This design comes from an exercise in tuning for small area, a short achievable clock period and few clock cycles on the open sky130 flow, not from production work.
Only simulation tests tie the RTL to the original design; equivalence was not proved.
Power figures rest on the tool's default switching activity, not on a simulated workload.

## design/flow/design.v

```verilog
module regfile(
    input wire clk,
    input wire rst_n,
    input wire we,               
    input wire [4:0] wa,
    input wire [31:0] wd,
    input wire [4:0] ra1,
    output wire [31:0] rd1,
    input wire [4:0] ra2,
    output wire [31:0] rd2,
    output wire [31:0] r31       
);
reg [31:0] rf [0:31];
reg [31:0] vld;
integer i;
always @(posedge clk) begin
    for (i = 1; i < 32; i = i + 1)
        if (we && wa == i) rf[i] <= wd;
end
always @(posedge clk or negedge rst_n) begin
    if (!rst_n) vld <= 32'b0;
    else if (we) vld[wa] <= (wa != 5'd0);
end
reg [31:0] rd1_r, rd2_r;
integer j;
always @(*) begin
    rd1_r = 32'b0;
    rd2_r = 32'b0;
    for (j = 1; j < 32; j = j + 1) begin
        rd1_r = rd1_r | ({32{vld[j] && ra1 == j}} & rf[j]);
        rd2_r = rd2_r | ({32{vld[j] && ra2 == j}} & rf[j]);
    end
end
assign rd1 = rd1_r;
assign rd2 = rd2_r;
assign r31 = vld[31] ? rf[31] : 32'b0;
endmodule
module hilo(
    input wire clk,
    input wire rst_n,
    input wire start_mul,
    input wire start_div,
    input wire [31:0] a,         
    input wire [31:0] b,         
    output wire [31:0] mf_hi,    
    output wire [31:0] mf_lo,    
    output wire dset,            
    output wire [31:0] sh_in,
    output wire [4:0] sh_amt,
    input wire [31:0] sh_out,
    output wire busy,
    output wire busy_next
);
localparam IDLE = 2'd0, MUL = 2'd1, DSET = 2'd2, DIV = 2'd3;
reg [32:0] hi;                
reg [32:0] hc;                
reg cin;                      
reg hi_cs;                    
reg [31:0] lo;
reg neg_hi, neg_lo;
reg [1:0] st;
reg [4:0] cnt;
reg [32:0] dv;               
reg dset_q;                  
reg [5:0] za, zb;            
assign busy = (st != IDLE);
assign busy_next = (st == IDLE) ? (start_mul | start_div) :
                   (st == MUL) ? (cnt[1:0] != 2'd3) :
                   (st == DSET) ? (zb != 6'd32 && zb >= za) :
                   (cnt != 5'd0);
function [5:0] clz;
    input [31:0] x;
    integer k;
    reg found;
    begin
        clz = 6'd32;
        found = 1'b0;
        for (k = 31; k >= 0; k = k - 1)
            if (!found && x[k]) begin
                clz = 31 - k;
                found = 1'b1;
            end
    end
endfunction
function [5:0] clz_abs;
    input [31:0] x;
    reg [31:0] y;
    begin
        y = x[31] ? ~x : x;
        clz_abs = clz(y) - {5'b0, x[31] & ~|({1'b0, y[31:1]} & ~y)};
    end
endfunction
reg [3:0] b_one, b_two, b_neg;
function [11:0] booth_dec;       
    input [7:0] x;
    input xl;
    reg [8:0] y;
    integer j;
    begin
        y = {x, xl};
        for (j = 0; j < 4; j = j + 1) begin
            booth_dec[j] = y[2*j] ^ y[2*j+1];
            booth_dec[4+j] = (~y[2*j+2] & y[2*j+1] & y[2*j]) | (y[2*j+2] & ~y[2*j+1] & ~y[2*j]);
            booth_dec[8+j] = y[2*j+2];
        end
    end
endfunction
wire [40:0] r0 = {8'b0, hi};
wire [40:0] r5 = {8'b0, hc};
wire [40:0] r6 = {2'b0, 1'b1, 1'b0, 1'b1, 1'b0, 1'b1, 1'b0, 1'b1, 25'b0,
                  b_neg[3], 1'b0, b_neg[2], 1'b0, b_neg[1], 1'b0, b_neg[0]};
wire [40:0] r1, r2, r3, r4;
genvar k;
generate
    for (k = 0; k < 4; k = k + 1) begin : booth
        wire [33:0] mag = ({34{b_one[k]}} & {dv[31], dv[31], dv[31:0]}) | ({34{b_two[k]}} & {dv[31], dv[31:0], 1'b0});
        wire [33:0] row = mag ^ {34{b_neg[k]}};
        wire [40:0] ext = {7'b0, ~row[33], row[32:0]} << (2 * k);
        if (k == 0) assign r1 = ext;
        if (k == 1) assign r2 = {ext[40:1], cin};
        if (k == 2) assign r3 = ext;
        if (k == 3) assign r4 = ext;
    end
endgenerate
wire [40:0] s1 = r0 ^ r1 ^ r2;
wire [40:0] c1 = {(r0[39:0] & r1[39:0]) | (r0[39:0] & r2[39:0]) | (r1[39:0] & r2[39:0]), 1'b0};
wire [40:0] s2 = r3 ^ r4 ^ r5;
wire [40:0] c2 = {(r3[39:0] & r4[39:0]) | (r3[39:0] & r5[39:0]) | (r4[39:0] & r5[39:0]), 1'b0};
wire [40:0] s3 = s1 ^ c1 ^ s2;
wire [40:0] c3 = {(s1[39:0] & c1[39:0]) | (s1[39:0] & s2[39:0]) | (c1[39:0] & s2[39:0]), 1'b0};
wire [40:0] s4 = s3 ^ c3 ^ c2;
wire [40:0] c4 = {(s3[39:0] & c3[39:0]) | (s3[39:0] & c2[39:0]) | (c3[39:0] & c2[39:0]), 1'b0};
wire [40:0] s5 = s4 ^ c4 ^ r6;
wire [40:0] c5 = {(s4[39:0] & c4[39:0]) | (s4[39:0] & r6[39:0]) | (c4[39:0] & r6[39:0]), 1'b0};
wire [8:0] lowb = {1'b0, s5[7:0]} + {1'b0, c5[7:0]};
wire [31:0] n1 = (hi_cs ? hi[31:0] : ~hi[31:0]) + (hi_cs ? hc[31:0] : 32'd0) + {31'b0, hi_cs ? cin : 1'b1};
wire [31:0] n2 = 32'd0 - lo;
assign mf_hi = (hi_cs | neg_hi) ? n1 : hi[31:0];
assign mf_lo = neg_lo ? n2 : lo;
wire [5:0] sh = zb - za;
wire bneg = neg_hi ^ neg_lo;             
assign dset = dset_q;
assign sh_in = dv[31:0];
assign sh_amt = sh[4:0];
wire [31:0] dv_al = sh_out;
wire [33:0] diff = {2'b0, hi[31:0]} + ({dv[32], dv} ^ {34{~bneg}}) + {33'b0, ~bneg};
wire ge = ~diff[33];
always @(posedge clk or negedge rst_n) begin
    if (!rst_n) begin
        st <= IDLE;
        hi <= 33'b0;
        hc <= 33'b0;
        cin <= 1'b0;
        hi_cs <= 1'b0;
        dset_q <= 1'b0;
        lo <= 32'b0;
        neg_hi <= 1'b0;
        neg_lo <= 1'b0;
        cnt <= 5'd0;
        b_one <= 4'b0;
        b_two <= 4'b0;
        b_neg <= 4'b0;
    end else begin
        dset_q <= (st == IDLE) & ~start_mul & start_div;
        case (st)
        IDLE: begin
            if (start_mul) begin
                hi <= {1'b1, 32'b0};
                hc <= 33'b0;
                cin <= 1'b0;
                hi_cs <= 1'b1;
                lo <= b;
                neg_hi <= 1'b0;
                neg_lo <= 1'b0;
                cnt <= 5'd0;
                {b_neg, b_two, b_one} <= booth_dec(b[7:0], 1'b0);
                st <= MUL;
            end else if (start_div) begin
                hi <= {1'b0, a};
                hi_cs <= 1'b0;
                neg_hi <= a[31];
                neg_lo <= a[31] ^ b[31];
                st <= DSET;
            end
        end
        MUL: begin
            hi <= s5[40:8];
            hc <= c5[40:8];
            cin <= lowb[8];
            lo <= {lowb[7:0], lo[31:8]};
            {b_neg, b_two, b_one} <= booth_dec(lo[15:8], lo[7]);
            cnt <= cnt + 5'd1;
            if (cnt[1:0] == 2'd3) st <= IDLE;
        end
        DSET: begin
            hi <= {1'b0, mf_hi};
            if (zb == 6'd32) begin           
                lo <= 32'hffffffff;
                st <= IDLE;
            end else if (zb < za) begin      
                lo <= 32'b0;
                st <= IDLE;
            end else begin
                lo <= 32'b0;
                cnt <= sh[4:0];
                st <= DIV;
            end
        end
        DIV: begin
            if (ge) hi <= {1'b0, diff[31:0]};
            lo <= {lo[30:0], ge};
            cnt <= cnt - 5'd1;
            if (cnt == 5'd0) st <= IDLE;
        end
        endcase
    end
end
always @(posedge clk) begin
    if (st == IDLE) begin
        if (start_mul) dv <= {a[31], a};
        else if (start_div) dv <= {b[31], b};
        za <= clz_abs(a);
        zb <= clz_abs(b);
    end else if (st == DSET) begin
        dv <= {bneg, dv_al};
    end else if (st == DIV) begin
        dv <= {dv[32], dv[32:1]};
    end
end
endmodule
module top(
    input wire clk,
    input wire rst_n,
    output wire [31:0] iaddr,
    output wire ice,
    input wire [31:0] inst,
    output wire dce,
    output wire [31:0] daddr,
    output wire [3:0] we,
    output wire [31:0] din,
    input wire [31:0] dm
);
reg [31:0] pc_f;             
reg        kill_d;           
reg [31:0] e_a;              
reg [31:0] e_b;              
reg [31:0] e_alt;            
reg [4:0]  e_dest;
reg        e_wreg;
reg        e_add, e_sub, e_slt, e_sltu, e_and, e_or, e_sll, e_lui, e_jal;
reg        e_mfhi, e_mflo, e_mult, e_div;
reg        e_beq, e_bne, e_jr, e_pred;
reg        e_load, e_lb, e_store, e_sb;
reg        e_imm;            
reg        fa_m, fa_w, fa_x, fb_m, fb_w, fb_x;
reg [31:0] m_res;
reg [4:0]  m_dest;
reg        m_wreg, m_load, m_lb, m_dce;
reg [3:0]  m_we;
reg [31:0] m_din;
reg [31:0] w_res;
reg [4:0]  w_dest;
reg        w_wreg, w_load, w_lb;
reg [31:0] x_val;
reg [4:0]  x_dest;
reg        x_wreg;
wire stall;
wire redirect;
wire [31:0] w_val;             
wire [31:0] redirect_pc;
wire [31:0] pc_f4 = pc_f + 32'd4;
assign iaddr = pc_f;
assign ice = ~stall;
wire [31:0] ir = {inst[7:0], inst[15:8], inst[23:16], inst[31:24]};
wire [5:0]  op = ir[31:26];
wire [4:0]  rs = ir[25:21];
wire [4:0]  rt = ir[20:16];
wire [4:0]  rd = ir[15:11];
wire [5:0]  fn = ir[5:0];
wire [15:0] imm = ir[15:0];
wire rtype   = (op == 6'h00);
wire i_sll   = rtype & (fn == 6'h00);
wire i_jr    = rtype & (fn == 6'h08);
wire i_mfhi  = rtype & (fn == 6'h10);
wire i_mflo  = rtype & (fn == 6'h12);
wire i_mult  = rtype & (fn == 6'h18);
wire i_div   = rtype & (fn == 6'h1a);
wire i_add   = rtype & (fn == 6'h20);
wire i_subu  = rtype & (fn == 6'h23);
wire i_and   = rtype & (fn == 6'h24);
wire i_slt   = rtype & (fn == 6'h2a);
wire i_j     = (op == 6'h02);
wire i_jal   = (op == 6'h03);
wire i_beq   = (op == 6'h04);
wire i_bne   = (op == 6'h05);
wire i_addiu = (op == 6'h09);
wire i_sltiu = (op == 6'h0b);
wire i_ori   = (op == 6'h0d);
wire i_lui   = (op == 6'h0f);
wire i_lb    = (op == 6'h20);
wire i_lw    = (op == 6'h23);
wire i_sb    = (op == 6'h28);
wire i_sw    = (op == 6'h2b);
wire d_valid = ~kill_d;
wire use_rs = i_add | i_subu | i_slt | i_and | i_mult | i_div | i_jr |
              i_ori | i_addiu | i_sltiu | i_lb | i_lw | i_sb | i_sw | i_beq | i_bne;
wire use_rt = i_add | i_subu | i_slt | i_and | i_sll | i_mult | i_div |
              i_sb | i_sw | i_beq | i_bne;
wire wr_rd  = i_add | i_subu | i_slt | i_and | i_sll | i_mfhi | i_mflo;
wire wr_rt  = i_ori | i_lui | i_addiu | i_sltiu | i_lb | i_lw;
wire [4:0] d_dest = i_jal ? 5'd31 : wr_rt ? rt : rd;
wire d_wreg = (wr_rd | wr_rt | i_jal) & (d_dest != 5'd0);
wire [4:0] d_rsn = (d_valid & use_rs) ? rs : 5'd0;
wire [4:0] d_rtn = (d_valid & use_rt) ? rt : 5'd0;
wire [31:0] rd1, rd2, r31;
wire [31:0] btarget = pc_f4 + {{14{imm[15]}}, imm, 2'b00};     
wire pred_b  = (i_beq | i_bne) & imm[15];
wire pred_jr = i_jr & (rs == 5'd31);
wire take_d  = d_valid & (i_j | i_jal | pred_jr | pred_b);
wire [31:0] d_target = pred_jr ? r31 :
                       pred_b ? btarget :
                       {pc_f[31:28], ir[25:0], 2'b00};
regfile regfile(
    .clk(clk),
    .rst_n(rst_n),
    .we(w_wreg),
    .wa(w_dest),
    .wd(w_val),
    .ra1(rs),
    .rd1(rd1),
    .ra2(rt),
    .rd2(rd2),
    .r31(r31)
);
wire e_go = e_wreg & ~stall;             
wire nfa_m = e_go & (e_dest == d_rsn);
wire nfa_w = m_wreg & (m_dest == d_rsn);
wire nfa_x = w_wreg & (w_dest == d_rsn);
wire nfb_m = e_go & (e_dest == d_rtn);
wire nfb_w = m_wreg & (m_dest == d_rtn);
wire nfb_x = w_wreg & (w_dest == d_rtn);
wire nhz = (nfa_m & e_load) | (~nfa_m & nfa_w & m_load) |
           (nfb_m & e_load) | (~nfb_m & nfb_w & m_load);
wire [31:0] fa = fa_m ? m_res : fa_w ? w_res : fa_x ? x_val : e_a;
wire [31:0] fb = fb_m ? m_res : fb_w ? w_res : fb_x ? x_val : e_b;
wire md_busy, md_busy_next;
wire md_op = e_mfhi | e_mflo | e_mult | e_div;
reg stall_r;
assign stall = stall_r;
wire d_mdop = d_valid & (i_mfhi | i_mflo | i_mult | i_div);
wire md_start_div = e_div & ~stall & ~md_busy;
wire nstall = (stall ? ((fa_m | fb_m) & m_load) : nhz) |
              (md_start_div & (stall ? e_sll : d_valid & i_sll)) |
              ((stall ? md_op : d_mdop) & md_busy_next);
wire [31:0] opb = e_imm ? e_alt : fb;
wire sub = e_sub | e_slt | e_sltu;
wire [33:0] sum2 = {1'b0, fa, 1'b1} + {1'b0, sub ? ~opb : opb, sub};
wire [32:0] sum = sum2[33:1];
wire lt_s = (fa[31] ^ opb[31]) ? fa[31] : sum[31];
wire lt_u = ~sum[32];
wire md_dset;
wire [31:0] md_sh_in;
wire [4:0] md_sh_amt;
wire [31:0] shl = (md_dset ? md_sh_in : fb) << (md_dset ? md_sh_amt : e_alt[10:6]);
wire [31:0] mf_hi, mf_lo;
wire mf = e_mfhi | e_mflo;
wire [31:0] mfres = e_mfhi ? mf_hi : mf_lo;
wire [31:0] e_res = ({32{e_add | e_sub}} & sum[31:0]) |
                    {31'b0, (e_slt & lt_s) | (e_sltu & lt_u)} |
                    ({32{e_and}} & (fa & opb)) |
                    ({32{e_or}} & (fa | opb)) |
                    ({32{e_sll}} & shl) |
                    ({32{e_lui | e_jal}} & e_alt) |
                    ({32{mf}} & mfres);
wire eq = (fa == fb);
wire taken = (e_beq & eq) | (e_bne & ~eq);
wire br_mis = (e_beq | e_bne) & (taken ^ e_pred);
wire jr_mis = e_jr & (~e_pred | (e_alt != fa));
assign redirect = ~stall & (br_mis | jr_mis);
assign redirect_pc = e_jr ? fa : e_alt;
hilo hilo_reg(
    .clk(clk),
    .rst_n(rst_n),
    .start_mul(e_mult & ~stall),
    .start_div(e_div & ~stall),
    .a(fa),
    .b(fb),
    .mf_hi(mf_hi),
    .mf_lo(mf_lo),
    .dset(md_dset),
    .sh_in(md_sh_in),
    .sh_amt(md_sh_amt),
    .sh_out(shl),
    .busy(md_busy),
    .busy_next(md_busy_next)
);
wire [7:0] lbyte = (w_res[1:0] == 2'd0) ? dm[31:24] :
                   (w_res[1:0] == 2'd1) ? dm[23:16] :
                   (w_res[1:0] == 2'd2) ? dm[15:8] : dm[7:0];
wire [31:0] ldval = w_lb ? {{24{lbyte[7]}}, lbyte} :
                    {dm[7:0], dm[15:8], dm[23:16], dm[31:24]};
assign w_val = w_load ? ldval : w_res;
assign dce = m_dce;
assign daddr = m_res;
assign we = m_we;
assign din = m_din;
always @(posedge clk or negedge rst_n) begin
    if (!rst_n) stall_r <= 1'b0;
    else stall_r <= nstall;
end
always @(posedge clk or negedge rst_n) begin
    if (!rst_n) begin
        pc_f <= 32'b0;
        kill_d <= 1'b0;
    end else if (!stall) begin
        pc_f <= redirect ? redirect_pc : take_d ? d_target : pc_f4;
        kill_d <= redirect;
    end
end
always @(posedge clk or negedge rst_n) begin
    if (!rst_n) begin
        fa_m <= 1'b0; fa_w <= 1'b0; fa_x <= 1'b0;
        fb_m <= 1'b0; fb_w <= 1'b0; fb_x <= 1'b0;
    end else if (stall) begin
        fa_m <= 1'b0; fa_w <= fa_m; fa_x <= fa_w;
        fb_m <= 1'b0; fb_w <= fb_m; fb_x <= fb_w;
    end else begin
        fa_m <= nfa_m; fa_w <= nfa_w; fa_x <= nfa_x;
        fb_m <= nfb_m; fb_w <= nfb_w; fb_x <= nfb_x;
    end
end
always @(posedge clk or negedge rst_n) begin
    if (!rst_n) begin
        e_dest <= 5'd0; e_wreg <= 1'b0;
        e_add <= 1'b0; e_sub <= 1'b0; e_slt <= 1'b0; e_sltu <= 1'b0;
        e_and <= 1'b0; e_or <= 1'b0; e_sll <= 1'b0; e_lui <= 1'b0; e_jal <= 1'b0;
        e_mfhi <= 1'b0; e_mflo <= 1'b0; e_mult <= 1'b0; e_div <= 1'b0;
        e_beq <= 1'b0; e_bne <= 1'b0; e_jr <= 1'b0; e_pred <= 1'b0;
        e_load <= 1'b0; e_lb <= 1'b0; e_store <= 1'b0; e_sb <= 1'b0;
        e_imm <= 1'b0;
    end else if (!stall) begin
        e_dest <= d_dest;
        e_wreg <= d_valid & d_wreg;
        e_add <= d_valid & (i_add | i_addiu | i_lb | i_lw | i_sb | i_sw);
        e_sub <= d_valid & i_subu;
        e_slt <= d_valid & i_slt;
        e_sltu <= d_valid & i_sltiu;
        e_and <= d_valid & i_and;
        e_or <= d_valid & i_ori;
        e_sll <= d_valid & i_sll;
        e_lui <= d_valid & i_lui;
        e_jal <= d_valid & i_jal;
        e_mfhi <= d_valid & i_mfhi;
        e_mflo <= d_valid & i_mflo;
        e_mult <= d_valid & i_mult;
        e_div <= d_valid & i_div;
        e_beq <= d_valid & i_beq;
        e_bne <= d_valid & i_bne;
        e_jr <= d_valid & i_jr;
        e_pred <= pred_jr | pred_b;
        e_load <= d_valid & (i_lb | i_lw);
        e_lb <= i_lb;
        e_store <= d_valid & (i_sb | i_sw);
        e_sb <= i_sb;
        e_imm <= i_addiu | i_sltiu | i_ori | i_lb | i_lw | i_sb | i_sw;
    end
end
always @(posedge clk) begin
    if (stall) begin
        e_a <= fa;
        e_b <= fb;
    end else begin
        e_a <= rd1;
        e_b <= rd2;
        e_alt <= i_jal ? pc_f4 :
                 (i_beq | i_bne) ? (pred_b ? pc_f4 : btarget) :
                 i_jr ? r31 :
                 i_lui ? {imm, 16'b0} :
                 i_ori ? {16'b0, imm} : {{16{imm[15]}}, imm};
    end
end
always @(posedge clk or negedge rst_n) begin
    if (!rst_n) begin
        m_dest <= 5'd0; m_wreg <= 1'b0; m_load <= 1'b0; m_lb <= 1'b0;
        m_dce <= 1'b0; m_we <= 4'b0;
    end else begin
        m_dest <= e_dest;
        m_wreg <= e_wreg & ~stall;
        m_load <= e_load & ~stall;
        m_lb <= e_lb;
        m_dce <= (e_load | e_store) & ~stall;
        m_we <= (e_store & ~stall) ? (e_sb ? (4'b1000 >> sum[1:0]) : 4'b1111) : 4'b0000;
    end
end
always @(posedge clk) begin
    m_res <= e_res;
    m_din <= e_sb ? {4{fb[7:0]}} : {fb[7:0], fb[15:8], fb[23:16], fb[31:24]};
end
always @(posedge clk or negedge rst_n) begin
    if (!rst_n) begin
        w_dest <= 5'd0; w_wreg <= 1'b0; w_load <= 1'b0; w_lb <= 1'b0;
        x_dest <= 5'd0; x_wreg <= 1'b0;
    end else begin
        w_dest <= m_dest;
        w_wreg <= m_wreg;
        w_load <= m_load;
        w_lb <= m_lb;
        x_dest <= w_dest;
        x_wreg <= w_wreg;
    end
end
always @(posedge clk) begin
    w_res <= m_res;
    x_val <= w_val;
end
endmodule
```

## design/flow/flow/run.sh

```bash
#!/bin/bash
# Standard ORFS layout, with timing repair aiming for extra setup slack.
# Each ORFS step writes its own log under orfs/logs/; make's output goes
# to flow_make.log.
set -o pipefail
MARGIN=$(cat flow/margin.txt)
bash standard.sh SETUP_SLACK_MARGIN=$MARGIN finish > flow_make.log 2>&1
```

## design/flow/flow/margin.txt

```
6
```

## design/flow/standard.sh

```bash
#!/bin/bash
# synth_recipe.tcl (not shown) runs the flow's synth.tcl, then flattens the netlist and writes it again
# the make line also repeats each setting of config.mk as NAME=value (left out here)
make -C /OpenROAD-flow-scripts/flow DESIGN_CONFIG=/design/flow/config.mk WORK_HOME=/design/flow/orfs CLKGATE_MAP_FILE= SYNTH_SCRIPT=/design/flow/synth_recipe.tcl "${@:-finish}"
```

## design/flow/config.mk

```make
export PLATFORM = sky130hd
export DESIGN_NAME = top
export DESIGN_NICKNAME = top
export VERILOG_FILES = /design/flow/design.v
export SDC_FILE = /design/flow/constraint.sdc
export NUM_CORES = 8
export LEC_CHECK = 0
export ABC_CLOCK_PERIOD_IN_PS = 4000
export CAP_MARGIN = 20
export CORE_MARGIN = 2
export CORE_UTILIZATION = 40
export SLEW_MARGIN = 20
```

## design/flow/constraint.sdc

```tcl
create_clock -name core_clock -period 10.0 [get_ports {clk}]
set_input_delay 2.0000 -clock core_clock [delete_from_list [all_inputs] [get_ports {clk}]]
set_output_delay 2.0000 -clock core_clock [all_outputs]
set_load 0.01 [all_outputs]
```

==> flow_metrics.py, run 1 <==
metrics = {
    "die": {
        "pin_count": 168,
        "dieHeight_um": 481.0,
        "start_util_pct": 40.13,
        "core_area_mm2": 0.2268,
        "num_rows": 175,
        "dieArea_mm2": 0.2314,
        "die_w_um": 481.0,
    },
    "sta": {
        "rsz0062_at_grt": "true",
        "finalHoldViolations": 0,
        "period_share_pct": 45.07,
        "maxSlewHeadroom_pct": 6.878,
        "setup_viol": 0,
        "max_freq_mhz": 221.9,
        "worstMarginPinSlew_ns": 1.392,
        "fin_crit_ns": 4.507,
        "slew_viol_final": 0,
        "fin_tns_setup_ns": 0,
        "skew_ns": 0.06257,
    },
    "critical_path": {
        "setup.worst_path.end_class": "flop",
        "arrival_ns": 5.08,
        "cp_data_required_time_ns": 10.57,
        "startpoint_type": "flop",
        "crit_type": "reg2reg",
        "crit-reg2reg-launch": "fa_x$_DFF_PN0_",
        "cp_max_fo": 8,
        "setup.worst_path.start": "fa_x$_DFF_PN0_",
    },
    "final_layout": {
        "nets": 9609,
        "final_cells": 12380,
        "nFillCells": 20220,
        "regArea_mm2": 0.04214,
        "layout-drive-gt1-share_pct": 22.99,
        "final_cell_mix": "edfxtp_1, buf_4, nand2_1",
        "layout_commonest_cell": "edfxtp_1",
        "syn_to_final_growth_pct": 24.14,
        "multiInputGateArea_mm2": 0.04954,
    },
    "power_and_ir_drop": {
        "power_per_cell_area_mw_per_mm2": 367.0,
        "p_int_mw": 22.56,
        "pwr-share-seq_pct": 20.2,
        "power_frac_comb_pct": 63.2,
        "p_leak_nw": 41.60,
        "power.share.clock_pct": 16.5,
        "p_total_mw": 41.46,
        "p_sw_share_pct": 45.59,
        "power_switching_mw": 18.90,
        "vdd_drop_max_uv": 707.0,
    },
    "global_routing": {
        "antenna_found_initial": 42,
        "use_met2_pct": 60.74,
        "grt_pass1_wl_um": 689200,
        "overflow": 0,
        "busiest_layer": "met2",
        "grt.met3_usage_pct": 18.64,
        "grt_usage_pct": 42.69,
        "grt_max_degree": 83,
        "grt_pass1_vias": 84120,
        "grtUsageMet1_pct": 48.30,
    },
    "logic_synthesis": {
        "async_flop_share_pct": 16.10,
        "synth_edf_count": 1069,
        "synth.area.top_cells": "edfxtp_1, dfrtp_1, dfxtp_1",
        "ys.warnings.count": 4,
        "yosysTopAreaCellShare_pct": 35.27,
        "synth.avg_cell_area_um2": 10.35,
        "seq_area_frac_synth_pct": 46.14,
        "syn_nets": 9203,
        "synth_top_area_cell": "edfxtp_1",
        "syn-cell-area_mm2": 0.09102,
        "yosys_most_used_dff": "edfxtp_1",
        "ys_seq_elements": 1503,
        "synth_cells": 8794,
        "ys_types": 98,
    },
    "route": {
        "drc": 0,
        "drt-wirelength-per-cell_um": 41.88,
        "drtIter0Drc": 19130,
        "finalWirelength_um": 518400,
        "first_pass_iters": 15,
        "vias": 91570,
        "ant_nets": 0,
        "avgViaCountPerCell": 7.397,
    },
    "min_path": {
        "hp-start": "m_lb$_DFF_PN0_",
        "hold_class": "reg2reg",
    },
    "cts": {
        "path_clk_slew_ns": 0.06,
        "clk_path_buf_depth": 3,
        "numCtsBuffers": 169,
        "clock_latency_ns": 0.88,
        "cts_sinks": 1503,
        "holdBufCountCts": 0,
        "cts-root-buf": "clkbuf_16",
        "cts_tree": "done",
        "htreeDepth": 4,
    },
    "flow_run": {
        "drv_cap": 0,
    },
    "placed_design": {
        "port_buffers": 167,
        "hpwl_um": 315100,
        "dp.cells": 11500,
        "gp_congestion": 1.033,
    },
    "outcome": {
        "status": "timing/DRC/antenna clean",
    },
}
## metal layers
layer | vias up | wire length, µm | share of wire (%)
met3 | 3219 | 79990 | 15
met2 | 9405 | 208800 | 40
met1 | 44100 | 167600 | 32
met5 | - | 353 | 0.068
met4 | 38 | 61670 | 12
li1 | 34810 | - | -
## critical path, cell delays in order, from the launching register on
cell and delay, ns:
dfrtp_4 0.57, buf_12 0.17, clkbuf_16 0.15, mux2_2 0.31, mux2i_4 0.17, o21a_1 0.19, buf_12 0.19, inv_8 0.08
or4_4 0.55, a21o_1 0.23, and4bb_2 0.34, and2_4 0.17, a221oi_4 0.08, ha_4 0.21, ha_4 0.17, nand2_4 0.06
nor2_4 0.05, xnor2_2 0.49
## final timing paths
| kind | cells past startpoint | endpoint | slack, ns |
|---|---|---|---|
| min in group asynchronous | 1 | pc_f[15]$_DFFE_PN0N_ | 1.17 |
| min reg2reg | 0 | w_lb$_DFF_PN0_ | 0.36 |
| min | 0 | w_lb$_DFF_PN0_ | 0.36 |
| max reg2reg | 17 | hilo_reg.za[4]$_DFFE_PP_ | 5.49 |
| max in group asynchronous | 2 | stall_r$_DFF_PN0_ | 7.26 |
| max | 17 | hilo_reg.za[4]$_DFFE_PP_ | 5.49 |
## cell families after synthesis
kind of cell             Yosys count  synth area share, %
buffers and inverters           1180                4.979
AO/OA/AOI/OAI                   3030                23.92
AND/OR/NAND/NOR                 1944                10.45
multiplexers                     285                3.782
flip-flops                      1503                46.14
adder cells (fa/ha/maj)          343                5.820
XOR/XNOR                         509                4.906
## sequential cells by signal, summed over array words and instances (netlist names), 5 cells and up
register and cells:
e_a 32, e_alt 32, regfile.rf 992, hilo_reg.cnt 5, m_din 32, hilo_reg.dv 33
hilo_reg.za 6, pc_f 32, w_res 32, hilo_reg.hi 33, regfile.vld 31, e_b 32
hilo_reg.hc 33, e_dest 5, hilo_reg.lo 32, m_dest 5, w_dest 5, m_res 32
x_val 32, hilo_reg.zb 6
## cells in the mapped netlist (83+ instances only)
cell,instances
nand3_1,192
a22o_1,362
a22oi_1,435
nand2_1,574
o21ai_0,393
fa_1,134
clkbuf_1,650
a221oi_1,362
ha_1,209
mux2i_1,140
inv_1,403
and3_1,87
mux2_2,100
nor2_1,394
a21oi_1,588
nand4_1,171
xnor2_1,360
a31oi_1,90
nor3_1,156
xor2_1,148
dfrtp_1,242
dfxtp_1,192
edfxtp_1,1069
o211ai_1,83
## final cells by class
class / instances / area share (%)
Sequential cell: 1503 / 37.29
Clock buffer: 215 / 4.013
Timing Repair Buffer: 984 / 8.564
Clock inverter: 100 / 1.283
Tap cell: 3009 / 3.332
Antenna cell: 26 / 0.05758
Multi-Input combinational cell: 6114 / 43.84
Inverter: 426 / 1.600
Timing Repair inverter: 2 / 0.01550
## power by group through the flow
stage	Combinational, mW	Clock [mW]	Sequential [mW]
3_5_place_dp	19.2	0	8.63
4_1_cts	21.6	6.82	8.37
2_1_floorplan	12.2	0	7.86
5_1_grt	27.8	7.06	8.38
6_report	26.2	6.86	8.38
3_3_place_gp	19.0	0	8.63
## per-stage QoR
stage	utilization [%]	hold WS (ns)	cell area [µm²]	worst slack [ns]
detailed placement	42.59	0.3426	96610	3.894
global route	49.78	0.3763	112900	5.476
CTS	47.72	0.3652	108300	5.609
floorplan	-	0.3312	91420	5.540
global placement	42.57	0.3446	96580	3.930
finish	49.81	0.3632	113000	5.493
## repair_timing
| action | CTS | global route |
|---|---|---|
| cloned | 20 | 13 |
| buffers inserted | 270 | 231 |
| pin swaps | 143 | 256 |
| resized for setup | 826 | 571 |
| endpoints found under the setup margin | 725 | 529 |
Testbench counts, summed over its fixed seeds: cycles 42,920.
==> run 2: changes to the inputs <==
==> design/flow/run.sh (new file) <==
#!/bin/bash
# synth_recipe.tcl (not shown) runs the flow's synth.tcl, then flattens the netlist and writes it again
# the make line also repeats each setting of config.mk as NAME=value (left out here)
make -C /OpenROAD-flow-scripts/flow DESIGN_CONFIG=/design/flow/config.mk WORK_HOME=/design/flow/orfs CLKGATE_MAP_FILE= SYNTH_SCRIPT=/design/flow/synth_recipe.tcl finish
--- a/design/flow/config.mk
+++ b/design/flow/config.mk
@@ -9,4 +9,5 @@
 export CAP_MARGIN = 20
 export CORE_MARGIN = 2
 export CORE_UTILIZATION = 40
+export SETUP_SLACK_MARGIN = 5
 export SLEW_MARGIN = 20
removed: design/flow/flow/run.sh
removed: design/flow/flow/margin.txt
removed: design/flow/standard.sh
==> flow_metrics.py, run 2 <==
metrics = {
    "logic_synthesis": {
        "ys_types": 98,
        "synth.avg_cell_area_um2": 10.35,
        "ys_seq_elements": 1503,
        "yosys.cell_count.top_type": "edfxtp_1",
        "yosysTopAreaCellShare_pct": 35.27,
        "synth_cells": 8794,
        "ys.warnings.count": 4,
        "seq_area_frac_synth_pct": 46.14,
        "synth_top_area_cell": "edfxtp_1",
        "synth_edf_count": 1069,
        "yosys_most_used_dff": "edfxtp_1",
        "async_flop_share_pct": 16.10,
        "synth.area.top_cells": "edfxtp_1, dfrtp_1, dfxtp_1",
        "yosys-top-cells-count": "edfxtp_1, clkbuf_1, a21oi_1, nand2_1, a22oi_1",
        "syn-cell-area_mm2": 0.09102,
        "syn_nets": 9203,
    },
    "power_and_ir_drop": {
        "power_per_cell_area_mw_per_mm2": 340.3,
        "power_switching_mw": 16.37,
        "pwr-share-seq_pct": 24.2,
        "p_int_mw": 18.85,
        "vdd_drop_max_uv": 481.6,
        "p_sw_share_pct": 46.49,
        "p_total_mw": 35.22,
        "power_frac_comb_pct": 56.8,
        "power.share.clock_pct": 19.0,
        "p_leak_nw": 37.80,
    },
    "final_layout": {
        "regMostFlops": "regfile.rf",
        "multiInputGateArea_mm2": 0.04565,
        "layout_commonest_cell": "edfxtp_1",
        "largest_reg_flops": 992,
        "nets": 9129,
        "regArea_mm2": 0.04205,
        "syn_to_final_growth_pct": 13.71,
        "nFillCells": 21070,
        "final_cell_mix": "edfxtp_1, nand2_1, a21oi_1",
        "layout-drive-gt1-share_pct": 12.20,
    },
    "cts": {
        "clk_path_buf_depth": 3,
        "numCtsBuffers": 166,
        "htreeDepth": 4,
        "cts_sinks": 1503,
        "path_clk_slew_ns": 0.06,
        "holdBufCountCts": 0,
        "cts_tree": "done",
        "cts-root-buf": "clkbuf_16",
        "clock_latency_ns": 0.87,
    },
    "route": {
        "finalWirelength_um": 494400,
        "drt-wirelength-per-cell_um": 41.49,
        "avgViaCountPerCell": 7.318,
        "first_pass_iters": 13,
        "drtIter0Drc": 16960,
        "ant_nets": 0,
        "drc": 0,
        "vias": 87190,
    },
    "critical_path": {
        "setup.worst_path.start": "inst[15]",
        "arrival_ns": 5.76,
        "startpoint_type": "input pin",
        "crit_type": "in2reg",
        "setup.worst_path.end_class": "flop",
        "reg2reg_slack_ns": 5.03,
        "crit-reg2reg-launch": "e_imm$_DFFE_PN0N_",
        "cp_data_required_time_ns": 10.70,
        "cp_max_fo": 24,
    },
    "sta": {
        "finalHoldViolations": 0,
        "max_freq_mhz": 197.6,
        "rsz0062_at_grt": "true",
        "maxSlewHeadroom_pct": 11.19,
        "setup_viol": 0,
        "period_share_pct": 50.60,
        "fin_crit_ns": 5.060,
        "fin_tns_setup_ns": 0,
        "worstMarginPinSlew_ns": 1.323,
        "slew_viol_final": 0,
        "skew_ns": 0.06236,
    },
    "global_routing": {
        "overflow": 0,
        "grt_max_degree": 97,
        "grt_usage_pct": 41.32,
        "antenna_found_initial": 43,
        "grt_pass1_vias": 81680,
        "grt_pass1_wl_um": 668800,
    },
    "die": {
        "pin_count": 168,
        "core_area_mm2": 0.2268,
        "start_util_pct": 40.13,
        "dieArea_mm2": 0.2314,
        "die_w_um": 481.0,
        "dieHeight_um": 481.0,
        "num_rows": 175,
    },
    "placed_design": {
        "hpwl_um": 322500,
        "port_buffers": 167,
        "gp_congestion": 1.047,
    },
    "flow_run": {
        "drv_cap": 0,
    },
    "outcome": {
        "status": "timing/DRC/antenna clean",
    },
    "min_path": {
        "hp-start": "e_lb$_DFFE_PN0N_",
        "hold_class": "reg2reg",
    },
}
[run 2: cell counts after synthesis]
No cell type changed its count.
[run 2: logic make-up after synthesis]
group / Yosys count / synth area share, %
mux: 285 / 3.782
flops: 1503 / 46.14
compound gates: 3030 / 23.92
fa+ha+maj: 343 / 5.820
simple gates: 1944 / 10.45
buf+inv: 1180 / 4.979
xor+xnor: 509 / 4.906
[run 2: through the flow]
step                area, µm²  setup slack (ns)  hold slack (ns)  util (%)  instances
floorplan               91020             5.161           0.3312         -       8794
global placement        96610             3.363           0.3605     42.59      11530
detailed placement      96640             3.468           0.3722     42.60      11530
CTS                    102800             4.912           0.3877     45.33      11850
global route           103400             4.898           0.3978     45.58      11880
finish                 103500             4.940           0.3832     45.63      11920
[run 2: routing by layer]
layer  GRT usage [%]  vias to the layer above  share of wire [%]
met5          0.9321                        -               0.11
met4           34.59                       26                 11
met3           15.26                     2614                 14
met2           60.81                     8291                 42
met1           47.66                    42430                 33
li1                -                    33830                  -
[run 2: final timing paths]
check,end,cells past startpoint
min reg2reg,m_lb$_DFF_PN0_,0
max reg2reg,m_res[30]$_DFF_P_,14
max,e_a[6]$_DFF_P_,10
max in group asynchronous,regfile.vld[31]$_DFFE_PN0P_,3
min in group asynchronous,pc_f[23]$_DFFE_PN0N_,1
min,m_lb$_DFF_PN0_,0
[run 2: critical path: stages]
cell and delay (ns):
clkdlybuf4s50_1 0.74, nor2b_1 0.35, nor2b_1 0.22, and3_2 0.45, buf_4 0.38, a22o_1 0.30
a221oi_1 0.21, nand4_1 0.14, nor3_2 0.76, a21oi_1 0.08
[run 2: what timing repair did]
item / CTS / global route
gates resized for setup: 74 / 82
endpoints found under the setup margin: 114 / 79
setup buffers: 11 / 13
gates cloned: 1 / 1
pin swaps: 3 / 6
[run 2: area by class of cell]
class                   count  share of cell area [%]
flip-flops and latches   1503                   40.62
repair buffers            511                   4.286
inverters                 426                   1.588
multi-input cells        6111                   44.11
repair inverters            1                0.004836
clock buffers             202                   4.334
clock inverters           107                   1.310
well taps                3009                   3.638
diodes                     45                  0.1088
[run 2: power by group through the flow]
stage | clock (mW) | combinational [mW] | sequential, mW
after global routing | 6.91 | 21.5 | 8.54
final | 6.68 | 20.0 | 8.53
after floorplan | 0 | 12.1 | 7.86
after global placement | 0 | 19.0 | 8.61
after detailed placement | 0 | 19.2 | 8.61
after CTS | 6.67 | 19.5 | 8.49
==> run 3: changes to the inputs <==
--- a/design/flow/design.v
+++ b/design/flow/design.v
@@ -62,7 +62,11 @@
 reg [4:0] cnt;
 reg [32:0] dv;               
 reg dset_q;                  
-reg [5:0] za, zb;            
+reg hl_v;                    
+reg [5:0] za_r, zb_r;        
+reg za_c, zb_c;              
+wire [5:0] za = za_r - {5'b0, za_c};      
+wire [5:0] zb = zb_r - {5'b0, zb_c};      
 assign busy = (st != IDLE);
 assign busy_next = (st == IDLE) ? (start_mul | start_div) :
                    (st == MUL) ? (cnt[1:0] != 2'd3) :
@@ -82,12 +86,10 @@
             end
     end
 endfunction
-function [5:0] clz_abs;
+function clz_cor;
     input [31:0] x;
-    reg [31:0] y;
     begin
-        y = x[31] ? ~x : x;
-        clz_abs = clz(y) - {5'b0, x[31] & ~|({1'b0, y[31:1]} & ~y)};
+        clz_cor = x[31] & ~|({1'b0, ~x[31:1]} & x);
     end
 endfunction
 reg [3:0] b_one, b_two, b_neg;
@@ -135,10 +137,10 @@
 wire [8:0] lowb = {1'b0, s5[7:0]} + {1'b0, c5[7:0]};
 wire [31:0] n1 = (hi_cs ? hi[31:0] : ~hi[31:0]) + (hi_cs ? hc[31:0] : 32'd0) + {31'b0, hi_cs ? cin : 1'b1};
 wire [31:0] n2 = 32'd0 - lo;
-assign mf_hi = (hi_cs | neg_hi) ? n1 : hi[31:0];
-assign mf_lo = neg_lo ? n2 : lo;
+assign mf_hi = {32{hl_v}} & ((hi_cs | neg_hi) ? n1 : hi[31:0]);
+assign mf_lo = {32{hl_v}} & (neg_lo ? n2 : lo);
 wire [5:0] sh = zb - za;
-wire bneg = neg_hi ^ neg_lo;             
+reg bneg;                                
 assign dset = dset_q;
 assign sh_in = dv[31:0];
 assign sh_amt = sh[4:0];
@@ -148,84 +150,78 @@
 always @(posedge clk or negedge rst_n) begin
     if (!rst_n) begin
         st <= IDLE;
-        hi <= 33'b0;
-        hc <= 33'b0;
-        cin <= 1'b0;
-        hi_cs <= 1'b0;
         dset_q <= 1'b0;
-        lo <= 32'b0;
-        neg_hi <= 1'b0;
-        neg_lo <= 1'b0;
-        cnt <= 5'd0;
-        b_one <= 4'b0;
-        b_two <= 4'b0;
-        b_neg <= 4'b0;
+        hl_v <= 1'b0;
     end else begin
         dset_q <= (st == IDLE) & ~start_mul & start_div;
         case (st)
         IDLE: begin
             if (start_mul) begin
-                hi <= {1'b1, 32'b0};
-                hc <= 33'b0;
-                cin <= 1'b0;
-                hi_cs <= 1'b1;
-                lo <= b;
-                neg_hi <= 1'b0;
-                neg_lo <= 1'b0;
-                cnt <= 5'd0;
-                {b_neg, b_two, b_one} <= booth_dec(b[7:0], 1'b0);
+                hl_v <= 1'b1;
                 st <= MUL;
             end else if (start_div) begin
-                hi <= {1'b0, a};
-                hi_cs <= 1'b0;
-                neg_hi <= a[31];
-                neg_lo <= a[31] ^ b[31];
+                hl_v <= 1'b1;
                 st <= DSET;
             end
         end
-        MUL: begin
-            hi <= s5[40:8];
-            hc <= c5[40:8];
-            cin <= lowb[8];
-            lo <= {lowb[7:0], lo[31:8]};
-            {b_neg, b_two, b_one} <= booth_dec(lo[15:8], lo[7]);
-            cnt <= cnt + 5'd1;
-            if (cnt[1:0] == 2'd3) st <= IDLE;
-        end
+        MUL: if (cnt[1:0] == 2'd3) st <= IDLE;
         DSET: begin
-            hi <= {1'b0, mf_hi};
-            if (zb == 6'd32) begin           
-                lo <= 32'hffffffff;
-                st <= IDLE;
-            end else if (zb < za) begin      
-                lo <= 32'b0;
-                st <= IDLE;
-            end else begin
-                lo <= 32'b0;
-                cnt <= sh[4:0];
-                st <= DIV;
-            end
-        end
-        DIV: begin
-            if (ge) hi <= {1'b0, diff[31:0]};
-            lo <= {lo[30:0], ge};
-            cnt <= cnt - 5'd1;
-            if (cnt == 5'd0) st <= IDLE;
+            if (zb == 6'd32 || zb < za) st <= IDLE;
+            else st <= DIV;
         end
+        DIV: if (cnt == 5'd0) st <= IDLE;
         endcase
     end
 end
 always @(posedge clk) begin
-    if (st == IDLE) begin
-        if (start_mul) dv <= {a[31], a};
-        else if (start_div) dv <= {b[31], b};
-        za <= clz_abs(a);
-        zb <= clz_abs(b);
-    end else if (st == DSET) begin
+    case (st)
+    IDLE: begin
+        if (start_mul) begin
+            hi <= {1'b1, 32'b0};
+            hc <= 33'b0;
+            cin <= 1'b0;
+            hi_cs <= 1'b1;
+            lo <= b;
+            neg_hi <= 1'b0;
+            neg_lo <= 1'b0;
+            cnt <= 5'd0;
+            {b_neg, b_two, b_one} <= booth_dec(b[7:0], 1'b0);
+            dv <= {a[31], a};
+        end else if (start_div) begin
+            hi <= {1'b0, a};
+            hi_cs <= 1'b0;
+            neg_hi <= a[31];
+            neg_lo <= a[31] ^ b[31];
+            bneg <= b[31];
+            dv <= {b[31], b};
+        end
+        za_r <= clz(a[31] ? ~a : a);
+        za_c <= clz_cor(a);
+        zb_r <= clz(b[31] ? ~b : b);
+        zb_c <= clz_cor(b);
+    end
+    MUL: begin
+        hi <= s5[40:8];
+        hc <= c5[40:8];
+        cin <= lowb[8];
+        lo <= {lowb[7:0], lo[31:8]};
+        {b_neg, b_two, b_one} <= booth_dec(lo[15:8], lo[7]);
+        cnt <= cnt + 5'd1;
+    end
+    DSET: begin
+        hi <= {1'b0, mf_hi};
+        if (zb == 6'd32) lo <= 32'hffffffff;     
+        else lo <= 32'b0;
+        cnt <= sh[4:0];
         dv <= {bneg, dv_al};
-    end else if (st == DIV) begin
+    end
+    DIV: begin
+        if (ge) hi <= {1'b0, diff[31:0]};
+        lo <= {lo[30:0], ge};
+        cnt <= cnt - 5'd1;
         dv <= {dv[32], dv[32:1]};
     end
+    endcase
 end
 endmodule
 module top(
@@ -252,7 +248,8 @@
 reg        e_beq, e_bne, e_jr, e_pred;
 reg        e_load, e_lb, e_store, e_sb;
 reg        e_imm;            
-reg        fa_m, fa_w, fa_x, fb_m, fb_w, fb_x;
+reg        fa_m, fa_w, fa_x, fa_r, fb_m, fb_w, fb_x, fb_r;
+reg        ob_m, ob_w, ob_x, ob_r, ob_i;      
 reg [31:0] m_res;
 reg [4:0]  m_dest;
 reg        m_wreg, m_load, m_lb, m_dce;
@@ -311,6 +308,7 @@
 wire [4:0] d_dest = i_jal ? 5'd31 : wr_rt ? rt : rd;
 wire d_wreg = (wr_rd | wr_rt | i_jal) & (d_dest != 5'd0);
 wire [4:0] d_rsn = (d_valid & use_rs) ? rs : 5'd0;
+wire d_imm = i_addiu | i_sltiu | i_ori | i_lb | i_lw | i_sb | i_sw;
 wire [4:0] d_rtn = (d_valid & use_rt) ? rt : 5'd0;
 wire [31:0] rd1, rd2, r31;
 wire [31:0] btarget = pc_f4 + {{14{imm[15]}}, imm, 2'b00};     
@@ -341,8 +339,8 @@
 wire nfb_x = w_wreg & (w_dest == d_rtn);
 wire nhz = (nfa_m & e_load) | (~nfa_m & nfa_w & m_load) |
            (nfb_m & e_load) | (~nfb_m & nfb_w & m_load);
-wire [31:0] fa = fa_m ? m_res : fa_w ? w_res : fa_x ? x_val : e_a;
-wire [31:0] fb = fb_m ? m_res : fb_w ? w_res : fb_x ? x_val : e_b;
+wire [31:0] fa = ({32{fa_m}} & m_res) | ({32{fa_w}} & w_res) | ({32{fa_x}} & x_val) | ({32{fa_r}} & e_a);
+wire [31:0] fb = ({32{fb_m}} & m_res) | ({32{fb_w}} & w_res) | ({32{fb_x}} & x_val) | ({32{fb_r}} & e_b);
 wire md_busy, md_busy_next;
 wire md_op = e_mfhi | e_mflo | e_mult | e_div;
 reg stall_r;
@@ -352,7 +350,8 @@
 wire nstall = (stall ? ((fa_m | fb_m) & m_load) : nhz) |
               (md_start_div & (stall ? e_sll : d_valid & i_sll)) |
               ((stall ? md_op : d_mdop) & md_busy_next);
-wire [31:0] opb = e_imm ? e_alt : fb;
+wire [31:0] opb = ({32{ob_m}} & m_res) | ({32{ob_w}} & w_res) | ({32{ob_x}} & x_val) |
+                  ({32{ob_r}} & e_b) | ({32{ob_i}} & e_alt);
 wire sub = e_sub | e_slt | e_sltu;
 wire [33:0] sum2 = {1'b0, fa, 1'b1} + {1'b0, sub ? ~opb : opb, sub};
 wire [32:0] sum = sum2[33:1];
@@ -419,14 +418,27 @@
 end
 always @(posedge clk or negedge rst_n) begin
     if (!rst_n) begin
-        fa_m <= 1'b0; fa_w <= 1'b0; fa_x <= 1'b0;
-        fb_m <= 1'b0; fb_w <= 1'b0; fb_x <= 1'b0;
+        fa_m <= 1'b0; fa_w <= 1'b0; fa_x <= 1'b0; fa_r <= 1'b1;
+        fb_m <= 1'b0; fb_w <= 1'b0; fb_x <= 1'b0; fb_r <= 1'b1;
+        ob_m <= 1'b0; ob_w <= 1'b0; ob_x <= 1'b0; ob_r <= 1'b1; ob_i <= 1'b0;
     end else if (stall) begin
-        fa_m <= 1'b0; fa_w <= fa_m; fa_x <= fa_w;
-        fb_m <= 1'b0; fb_w <= fb_m; fb_x <= fb_w;
+        fa_m <= 1'b0; fa_w <= fa_m; fa_x <= fa_w; fa_r <= ~fa_m & ~fa_w;
+        fb_m <= 1'b0; fb_w <= fb_m; fb_x <= fb_w; fb_r <= ~fb_m & ~fb_w;
+        ob_m <= 1'b0; ob_w <= ob_m; ob_x <= ob_w; ob_r <= ~ob_m & ~ob_w & ~ob_i;
     end else begin
-        fa_m <= nfa_m; fa_w <= nfa_w; fa_x <= nfa_x;
-        fb_m <= nfb_m; fb_w <= nfb_w; fb_x <= nfb_x;
+        fa_m <= nfa_m;
+        fa_w <= ~nfa_m & nfa_w;
+        fa_x <= ~nfa_m & ~nfa_w & nfa_x;
+        fa_r <= ~nfa_m & ~nfa_w & ~nfa_x;
+        fb_m <= nfb_m;
+        fb_w <= ~nfb_m & nfb_w;
+        fb_x <= ~nfb_m & ~nfb_w & nfb_x;
+        fb_r <= ~nfb_m & ~nfb_w & ~nfb_x;
+        ob_m <= ~d_imm & nfb_m;
+        ob_w <= ~d_imm & ~nfb_m & nfb_w;
+        ob_x <= ~d_imm & ~nfb_m & ~nfb_w & nfb_x;
+        ob_r <= ~d_imm & ~nfb_m & ~nfb_w & ~nfb_x;
+        ob_i <= d_imm;
     end
 end
 always @(posedge clk or negedge rst_n) begin
@@ -462,7 +474,7 @@
         e_lb <= i_lb;
         e_store <= d_valid & (i_sb | i_sw);
         e_sb <= i_sb;
-        e_imm <= i_addiu | i_sltiu | i_ori | i_lb | i_lw | i_sb | i_sw;
+        e_imm <= d_imm;
     end
 end
 always @(posedge clk) begin
==> design/flow/flow/run.sh (new file) <==
#!/bin/bash
# Standard ORFS layout, with timing repair aiming for extra setup slack.
# Each ORFS step writes its own log under orfs/logs/; make's output goes
# to flow_make.log.
set -o pipefail
MARGIN=$(cat flow/margin.txt)
bash standard.sh SETUP_SLACK_MARGIN=$MARGIN finish > flow_make.log 2>&1
==> design/flow/flow/margin.txt (new file) <==
6
==> design/flow/standard.sh (new file) <==
#!/bin/bash
# synth_recipe.tcl (not shown) runs the flow's synth.tcl, then flattens the netlist and writes it again
# the make line also repeats each setting of config.mk as NAME=value (left out here)
make -C /OpenROAD-flow-scripts/flow DESIGN_CONFIG=/design/flow/config.mk WORK_HOME=/design/flow/orfs CLKGATE_MAP_FILE= SYNTH_SCRIPT=/design/flow/synth_recipe.tcl "${@:-finish}"
==> design/flow/config.mk (replaced) <==
export PLATFORM = sky130hd
export DESIGN_NAME = top
export DESIGN_NICKNAME = top
export VERILOG_FILES = /design/flow/design.v
export SDC_FILE = /design/flow/constraint.sdc
export NUM_CORES = 8
export LEC_CHECK = 0
export CAP_MARGIN = 20
export CORE_MARGIN = 2
export CORE_UTILIZATION = 40
export SLEW_MARGIN = 20
removed: design/flow/run.sh
==> flow_metrics.py, run 3 <==
metrics = {
    "outcome": {
        "status": "timing/DRC/antenna clean",
    },
    "final_layout": {
        "nFillCells": 19780,
        "final_area_mm2": 0.1061,
        "nets": 8879,
        "syn_to_final_growth_pct": 19.60,
        "layout_commonest_cell": "edfxtp_1",
        "final_cell_mix": "edfxtp_1, a22oi_1, nand2_1",
        "regMostFlops": "regfile.rf",
        "final_cells": 11600,
        "largest_reg_flops": 992,
        "layout-drive-gt1-share_pct": 18.96,
    },
    "cts": {
        "clk_path_buf_depth": 3,
        "holdBufCountCts": 0,
        "cts_tree": "done",
        "cts-root-buf": "clkbuf_16",
        "clock_latency_ns": 0.90,
        "path_clk_slew_ns": 0.06,
        "cts_sinks": 1513,
        "htreeDepth": 4,
        "numCtsBuffers": 171,
    },
    "global_routing": {
        "antenna_found_initial": 40,
        "grt_pass1_vias": 79650,
        "overflow": 0,
        "grt_max_degree": 71,
        "grt_usage_pct": 42.44,
        "grt_pass1_wl_um": 663700,
    },
    "sta": {
        "skew_ns": 0.07659,
        "maxSlewHeadroom_pct": 9.018,
        "setup_viol": 0,
        "slew_viol_final": 0,
        "fin_crit_ns": 4.349,
        "fin_tns_setup_ns": 0,
        "finalHoldViolations": 0,
        "worstMarginPinSlew_ns": 1.348,
        "period_share_pct": 43.49,
        "rsz0062_at_grt": "true",
        "max_freq_mhz": 229.9,
        "hold_slack_ns": 0.3504,
    },
    "flow_run": {
        "drv_cap": 0,
    },
    "logic_synthesis": {
        "synth_compound_area_share_pct": 24.20,
        "yosys-top-cells-count": "edfxtp_1, clkbuf_1, a22oi_1, nand2_1, a21oi_1",
        "synth.avg_cell_area_um2": 10.68,
        "synthAdderAreaFrac_pct": 6.058,
        "synth_top_family_by_area": "compound AO/OA/AOI/OAI gates",
        "synth.area.top_cells": "edfxtp_1, a22oi_1, dfxtp_1",
        "yosys.cell_count.top_type": "edfxtp_1",
        "yosys_most_used_dff": "edfxtp_1",
        "syn-cell-area_mm2": 0.08869,
        "synth-xor-area-share_pct": 4.809,
        "async_flop_share_pct": 8.592,
        "yosysTopAreaCellShare_pct": 40.32,
        "ys_seq_elements": 1513,
        "synth_top_area_cell": "edfxtp_1",
        "synth_edf_count": 1191,
        "ys.warnings.count": 4,
        "muxShareOfSynthArea_pct": 1.686,
        "syn_nets": 8717,
        "synth_cells": 8302,
        "ys_types": 116,
        "yosys.area_share.simple_pct": 10.43,
        "seq_area_frac_synth_pct": 48.33,
    },
    "power_and_ir_drop": {
        "power_per_cell_area_mw_per_mm2": 324.9,
        "vdd_drop_max_uv": 736.6,
        "p_leak_nw": 37.94,
    },
    "placed_design": {
        "place_area_mm2": 0.09409,
        "port_buffers": 167,
        "dp.cells": 10970,
        "gp_congestion": 1.067,
        "hpwl_um": 312300,
    },
    "route": {
        "ant_nets": 0,
        "first_pass_iters": 15,
        "avgViaCountPerCell": 7.469,
        "finalWirelength_um": 500000,
        "vias": 86640,
        "drtIter0Drc": 18710,
        "drt-wirelength-per-cell_um": 43.10,
        "drc": 0,
    },
    "critical_path": {
        "startpoint_type": "flop",
        "crit_end": "hilo_reg.lo[31]$_DFFE_PP_",
        "setup.worst_path.end_class": "flop",
        "crit_type": "reg2reg",
        "cp_data_required_time_ns": 10.58,
        "setup.worst_path.start": "hilo_reg.dv[2]$_DFFE_PP_",
        "arrival_ns": 4.93,
        "r2r-end": "hilo_reg.lo[31]$_DFFE_PP_",
        "reg2regPathDepth": 18,
        "cp_max_fo": 4,
        "crit-reg2reg-launch": "hilo_reg.dv[2]$_DFFE_PP_",
        "reg2reg_slack_ns": 5.65,
    },
    "die": {
        "die_w_um": 474.9,
        "core_area_mm2": 0.2202,
        "dieHeight_um": 474.9,
        "pin_count": 168,
        "num_rows": 172,
        "start_util_pct": 40.29,
        "dieArea_mm2": 0.2255,
    },
    "min_path": {
        "hold_class": "reg2reg",
        "hp-start": "m_lb$_DFF_PN0_",
    },
}
-- run 3: report_power, final --
| group | leakage [nW] | switching [mW] | internal, mW |
|---|---|---|---|
| registers | 14.4 | 0.981 | 7.67 |
| clock network | 2.82 | 2.97 | 3.75 |
| logic | 20.7 | 11.0 | 8.08 |
| total | 37.9 | 15.0 | 19.5 |
-- run 3: worst max-delay path: stages, from the launching register on --
cell,delay [ns]
edfxtp_1,0.52
a22oi_2,0.32
xnor2_2,0.10
fa_1,0.49
inv_1,0.05
fa_1,0.50
inv_2,0.05
ha_4,0.26
inv_2,0.03
fa_1,0.49
inv_2,0.06
ha_4,0.16
a21o_1,0.17
a21o_1,0.16
a21o_1,0.17
a21oi_2,0.16
xnor2_2,0.08
a221oi_2,0.23
o21ai_1,0.09
-- run 3: kinds of logic after synthesis --
family	Yosys count
adders and majority gates	349
and+or+nand+nor	1901
muxes	139
buffers and inverters	997
DFF	1513
xor gates and xnor gates	487
AOI/OAI and AO/OA	2916
-- run 3: worst min path at each step --
stage / slack (ns) / cells after the start / endpoint
after global placement: 0.34 / 0 / w_lb$_DFF_PN0_
final: 0.35 / 0 / w_lb$_DFF_PN0_
after CTS: 0.35 / 0 / w_lb$_DFF_PN0_
after floorplan: 0.33 / 0 / w_lb$_DFF_PN0_
after detailed placement: 0.35 / 0 / w_lb$_DFF_PN0_
after global routing: 0.36 / 0 / w_lb$_DFF_PN0_
-- run 3: routing by layer --
metal  track usage (%)  share of wire, %
met1             48.87                33
met2             59.56                40
met3             19.71                16
met4             35.16                11
met5             1.795              0.16
-- run 3: what timing repair did --
action	CTS	global route
pin swaps	100	152
gates resized for setup	574	347
setup endpoints to repair	316	250
cloned	13	5
buffers inserted	132	130
-- run 3: cell type report --
| class | instances | area, µm² | share of cell area [%] |
|---|---|---|---|
| clock buffer | 202 | 4498 | 4.241 |
| clock inverter | 120 | 1444 | 1.361 |
| inverter | 273 | 1072 | 1.011 |
| tap | 2958 | 3701 | 3.489 |
| timing repair buffer | 707 | 6573 | 6.196 |
| antenna | 30 | 75.07 | 0.07077 |
| multi-input combinational | 5798 | 45780 | 43.16 |
| sequential | 1513 | 42930 | 40.47 |
-- run 3: metrics by stage --
| stage | setup WS (ns) | total power [mW] | util [%] |
|---|---|---|---|
| finish | 5.651 | 34.47 | 48.18 |
| global route | 5.490 | 35.92 | 48.15 |
| CTS | 5.690 | 32.85 | 47.01 |
| detailed placement | 3.897 | 24.83 | 42.74 |
| global placement | 3.903 | 24.69 | 42.73 |
| floorplan | 5.677 | 18.64 | - |
Testbench counts of run 3, summed over its fixed seeds: cycles 42,920.
==> run 4: changes to the inputs <==
--- a/design/flow/design.v
+++ b/design/flow/design.v
@@ -119,21 +119,21 @@
         wire [33:0] row = mag ^ {34{b_neg[k]}};
         wire [40:0] ext = {7'b0, ~row[33], row[32:0]} << (2 * k);
         if (k == 0) assign r1 = ext;
-        if (k == 1) assign r2 = {ext[40:1], cin};
+        if (k == 1) assign r2 = ext;
         if (k == 2) assign r3 = ext;
         if (k == 3) assign r4 = ext;
     end
 endgenerate
-wire [40:0] s1 = r0 ^ r1 ^ r2;
-wire [40:0] c1 = {(r0[39:0] & r1[39:0]) | (r0[39:0] & r2[39:0]) | (r1[39:0] & r2[39:0]), 1'b0};
-wire [40:0] s2 = r3 ^ r4 ^ r5;
-wire [40:0] c2 = {(r3[39:0] & r4[39:0]) | (r3[39:0] & r5[39:0]) | (r4[39:0] & r5[39:0]), 1'b0};
+wire [40:0] se = r0 ^ r5 ^ r6;
+wire [40:0] ce = {(r0[39:0] & r5[39:0]) | (r0[39:0] & r6[39:0]) | (r5[39:0] & r6[39:0]), cin};
+wire [40:0] s1 = r1 ^ r2 ^ r3;
+wire [40:0] c1 = {(r1[39:0] & r2[39:0]) | (r1[39:0] & r3[39:0]) | (r2[39:0] & r3[39:0]), 1'b0};
+wire [40:0] s2 = r4 ^ se ^ ce;
+wire [40:0] c2 = {(r4[39:0] & se[39:0]) | (r4[39:0] & ce[39:0]) | (se[39:0] & ce[39:0]), 1'b0};
 wire [40:0] s3 = s1 ^ c1 ^ s2;
 wire [40:0] c3 = {(s1[39:0] & c1[39:0]) | (s1[39:0] & s2[39:0]) | (c1[39:0] & s2[39:0]), 1'b0};
-wire [40:0] s4 = s3 ^ c3 ^ c2;
-wire [40:0] c4 = {(s3[39:0] & c3[39:0]) | (s3[39:0] & c2[39:0]) | (c3[39:0] & c2[39:0]), 1'b0};
-wire [40:0] s5 = s4 ^ c4 ^ r6;
-wire [40:0] c5 = {(s4[39:0] & c4[39:0]) | (s4[39:0] & r6[39:0]) | (c4[39:0] & r6[39:0]), 1'b0};
+wire [40:0] s5 = s3 ^ c3 ^ c2;
+wire [40:0] c5 = {(s3[39:0] & c3[39:0]) | (s3[39:0] & c2[39:0]) | (c3[39:0] & c2[39:0]), 1'b0};
 wire [8:0] lowb = {1'b0, s5[7:0]} + {1'b0, c5[7:0]};
 wire [31:0] n1 = (hi_cs ? hi[31:0] : ~hi[31:0]) + (hi_cs ? hc[31:0] : 32'd0) + {31'b0, hi_cs ? cin : 1'b1};
 wire [31:0] n2 = 32'd0 - lo;
@@ -145,7 +145,7 @@
 assign sh_in = dv[31:0];
 assign sh_amt = sh[4:0];
 wire [31:0] dv_al = sh_out;
-wire [33:0] diff = {2'b0, hi[31:0]} + ({dv[32], dv} ^ {34{~bneg}}) + {33'b0, ~bneg};
+wire [33:0] diff = {2'b0, hi[31:0]} + {dv[32], dv} + {33'b0, ~bneg};
 wire ge = ~diff[33];
 always @(posedge clk or negedge rst_n) begin
     if (!rst_n) begin
@@ -213,7 +213,7 @@
         if (zb == 6'd32) lo <= 32'hffffffff;     
         else lo <= 32'b0;
         cnt <= sh[4:0];
-        dv <= {bneg, dv_al};
+        dv <= {bneg, dv_al} ^ {33{~bneg}};    
     end
     DIV: begin
         if (ge) hi <= {1'b0, diff[31:0]};
==> flow_metrics.py, run 4 <==
metrics = {
    "logic_synthesis": {
        "yosys_most_used_dff": "edfxtp_1",
        "syn-cell-area_mm2": 0.08793,
        "synth.area.top_cells": "edfxtp_1, a22oi_1, dfxtp_1",
        "yosysTopAreaCellShare_pct": 40.64,
        "async_flop_share_pct": 8.598,
        "seq_area_frac_synth_pct": 48.71,
        "synth_edf_count": 1190,
        "yosys.cell_count.top_type": "edfxtp_1",
        "synth_cells": 8144,
        "syn_nets": 8554,
        "yosys-top-cells-count": "edfxtp_1, clkbuf_1, a21oi_1, a22oi_1, nor2_1",
        "synth_top_area_cell": "edfxtp_1",
        "ys_types": 101,
        "synth.avg_cell_area_um2": 10.80,
        "ys.warnings.count": 4,
        "ys_seq_elements": 1512,
    },
    "route": {
        "first_pass_iters": 21,
        "drt-wirelength-per-cell_um": 44.89,
        "drtIter0Drc": 19030,
        "drc": 0,
        "finalWirelength_um": 513300,
        "avgViaCountPerCell": 7.537,
        "vias": 86190,
        "ant_nets": 0,
    },
    "sta": {
        "finalHoldViolations": 0,
        "max_freq_mhz": 231.3,
        "period_share_pct": 43.23,
        "maxSlewHeadroom_pct": 14.56,
        "setup_viol": 0,
        "hold_slack_ns": 0.3613,
        "layout_setup_ws_ns": 5.677,
        "fin_crit_ns": 4.323,
        "slew_viol_final": 0,
        "rsz0062_at_grt": "true",
        "skew_ns": 0.06906,
        "worstMarginPinSlew_ns": 1.277,
        "fin_tns_setup_ns": 0,
    },
    "global_routing": {
        "grtUsageMet1_pct": 51.83,
        "grt_pass1_wl_um": 677900,
        "grt.met3_usage_pct": 18.63,
        "grt_max_degree": 92,
        "overflow": 0,
        "antenna_found_initial": 36,
        "grt_pass1_vias": 79660,
        "busiest_layer": "met2",
        "use_met2_pct": 62.06,
        "grt_usage_pct": 43.83,
    },
    "die": {
        "dieHeight_um": 472.9,
        "start_util_pct": 40.14,
        "core_area_mm2": 0.2191,
        "dieArea_mm2": 0.2236,
        "num_rows": 172,
        "die_w_um": 472.9,
        "pin_count": 168,
    },
    "placed_design": {
        "gp_congestion": 1.064,
        "dp.cells": 10780,
        "hpwl_um": 328000,
        "port_buffers": 167,
        "dp_slack_ns": 3.745,
    },
    "final_layout": {
        "final_cells": 11440,
        "syn_to_final_growth_pct": 20.26,
        "nFillCells": 19720,
        "layout_commonest_cell": "edfxtp_1",
        "largest_registers": "regfile.rf (992), hilo_reg.dv (33), hilo_reg.hi (33)",
        "final_cell_mix": "edfxtp_1, a22oi_1, buf_4",
        "regMostFlops": "regfile.rf",
        "layout-drive-gt1-share_pct": 19.38,
        "nets": 8794,
        "largest_reg_flops": 992,
    },
    "cts": {
        "cts_tree": "done",
        "cts-root-buf": "clkbuf_16",
        "holdBufCountCts": 0,
        "clock_latency_ns": 0.88,
        "clk_path_buf_depth": 3,
        "cts_sinks": 1512,
        "numCtsBuffers": 168,
        "path_clk_slew_ns": 0.06,
        "htreeDepth": 4,
    },
    "critical_path": {
        "setup.worst_path.end_class": "flop",
        "cp_max_fo": 8,
        "startpoint_type": "flop",
        "arrival_ns": 5.03,
        "crit_type": "reg2reg",
        "cp_data_required_time_ns": 10.71,
    },
    "min_path": {
        "hold_class": "reg2reg",
    },
    "flow_run": {
        "drv_cap": 0,
    },
    "power_and_ir_drop": {
        "vdd_drop_max_uv": 499.3,
        "power_per_cell_area_mw_per_mm2": 313.3,
        "p_leak_nw": 37.71,
        "p_total_mw": 33.13,
    },
    "outcome": {
        "status": "timing/DRC/antenna clean",
    },
}
## run 4: critical path, cell delays in order, from the launching register on
cell	delay [ns]
dfrtp_2	0.44
buf_12	0.17
a22oi_2	0.63
nand2_4	0.18
xnor2_4	0.25
ha_4	0.27
a2111oi_4	0.37
or3b_4	0.44
a31oi_4	0.30
o31ai_4	0.10
buf_4	0.17
a31oi_4	0.20
xor2_2	0.24
o21ai_4	0.13
a21oi_2	0.15
o211ai_1	0.09
## run 4: timing repair
action,CTS,global route
endpoints found under the setup margin,297,289
gates cloned,18,8
setup buffers,172,107
resized for setup,607,326
pin swaps,117,183
## run 4: routing by layer
metal	vias to the layer above	share of wire (%)
met4	30	11
met3	2870	15
met2	8791	40
li1	32600	-
met5	-	0.13
met1	41900	34
## run 4: cell type report
type | instances | area, µm² | area share [%]
multi-input cells | 5741 | 45480 | 43.01
clock buffers | 205 | 4373 | 4.135
diodes | 36 | 90.09 | 0.08519
inverters | 183 | 748.2 | 0.7075
well taps | 2871 | 3592 | 3.397
clock inverters | 109 | 1207 | 1.142
repair inverters | 1 | 8.758 | 0.008282
repair buffers | 777 | 7356 | 6.956
flip-flops and latches | 1512 | 42900 | 40.56
## run 4: cells by family after synthesis
family                     after synthesis  share of synthesized area (%)
AOI/OAI and AO/OA                     2883                          24.06
and+or+nand+nor                       1890                          10.54
DFF                                   1512                          48.71
buffers and inverters                  896                          4.003
xor gates and xnor gates               482                          4.801
adders and majority gates              344                          6.082
muxes                                  137                          1.804
## run 4: metrics by stage
step | area, µm² | util [%]
6_report | 105700 | 48.27
5_1_grt | 105700 | 48.23
4_1_cts | 103200 | 47.09
3_5_place_dp | 93650 | 42.75
3_3_place_gp | 93610 | 42.73
2_1_floorplan | 88500 | -
## run 4: path summary, 6_finish.rpt
check                               startpoint                     endpoint  slack, ns  cells after the start
worst min register to register  m_lb$_DFF_PN0_               w_lb$_DFF_PN0_       0.36                      0
max in group asynchronous                rst_n   hilo_reg.st[0]$_DFFE_PN0P_       7.46                      2
min in group asynchronous                rst_n  regfile.vld[30]$_DFFE_PN0P_       1.22                      1
worst min-delay path            m_lb$_DFF_PN0_               w_lb$_DFF_PN0_       0.36                      0
worst max register to register  ob_x$_DFF_PN0_            m_res[19]$_DFF_P_       5.68                     15
worst max-delay path            ob_x$_DFF_PN0_            m_res[19]$_DFF_P_       5.68                     15
## run 4: report_power, final
part / switching [mW] / internal [mW] / total [mW]
clock network: 2.84 / 3.57 / 6.42
registers: 0.912 / 7.63 / 8.55
logic: 10.6 / 7.54 / 18.2
Testbench counts of run 4, summed over its fixed seeds: cycles 42,920.

## separate check: timing with driven ports
In the flow no input, the clock included, has a driving cell. The finished layouts below were timed again as built, in two steps. Step 1 assumes that a clkbuf_16 drives the clock port and a buf_2 every other input. Step 2, shift: input delay + t, output delay - t, t = (earliest + latest rising clock arrival at the registers) / 2. This alone moves slack from input paths to output paths. a / b / c = ideal / step 1 / step 2; a / b = the first two.
| run | t, ns | setup slack, ns | clock arrival spread, ns |
|---|---|---|---|
| run 1 | 0.943 | 5.493 / 5.493 / 4.994 | 0.071 / 0.071 |
| run 2 | 0.930 | 4.940 / 5.014 / 4.084 | 0.063 / 0.063 |
| run 3 | 0.962 | 5.651 / 5.651 / 4.883 | 0.079 / 0.079 |
| run 4 | 0.940 | 5.677 / 5.677 / 4.981 | 0.069 / 0.069 |
After both steps every run listed still meets setup and hold. For run 2, which loses most, drivers alone change the setup slack by +0.074 ns; drivers and shift together by -0.856 ns.
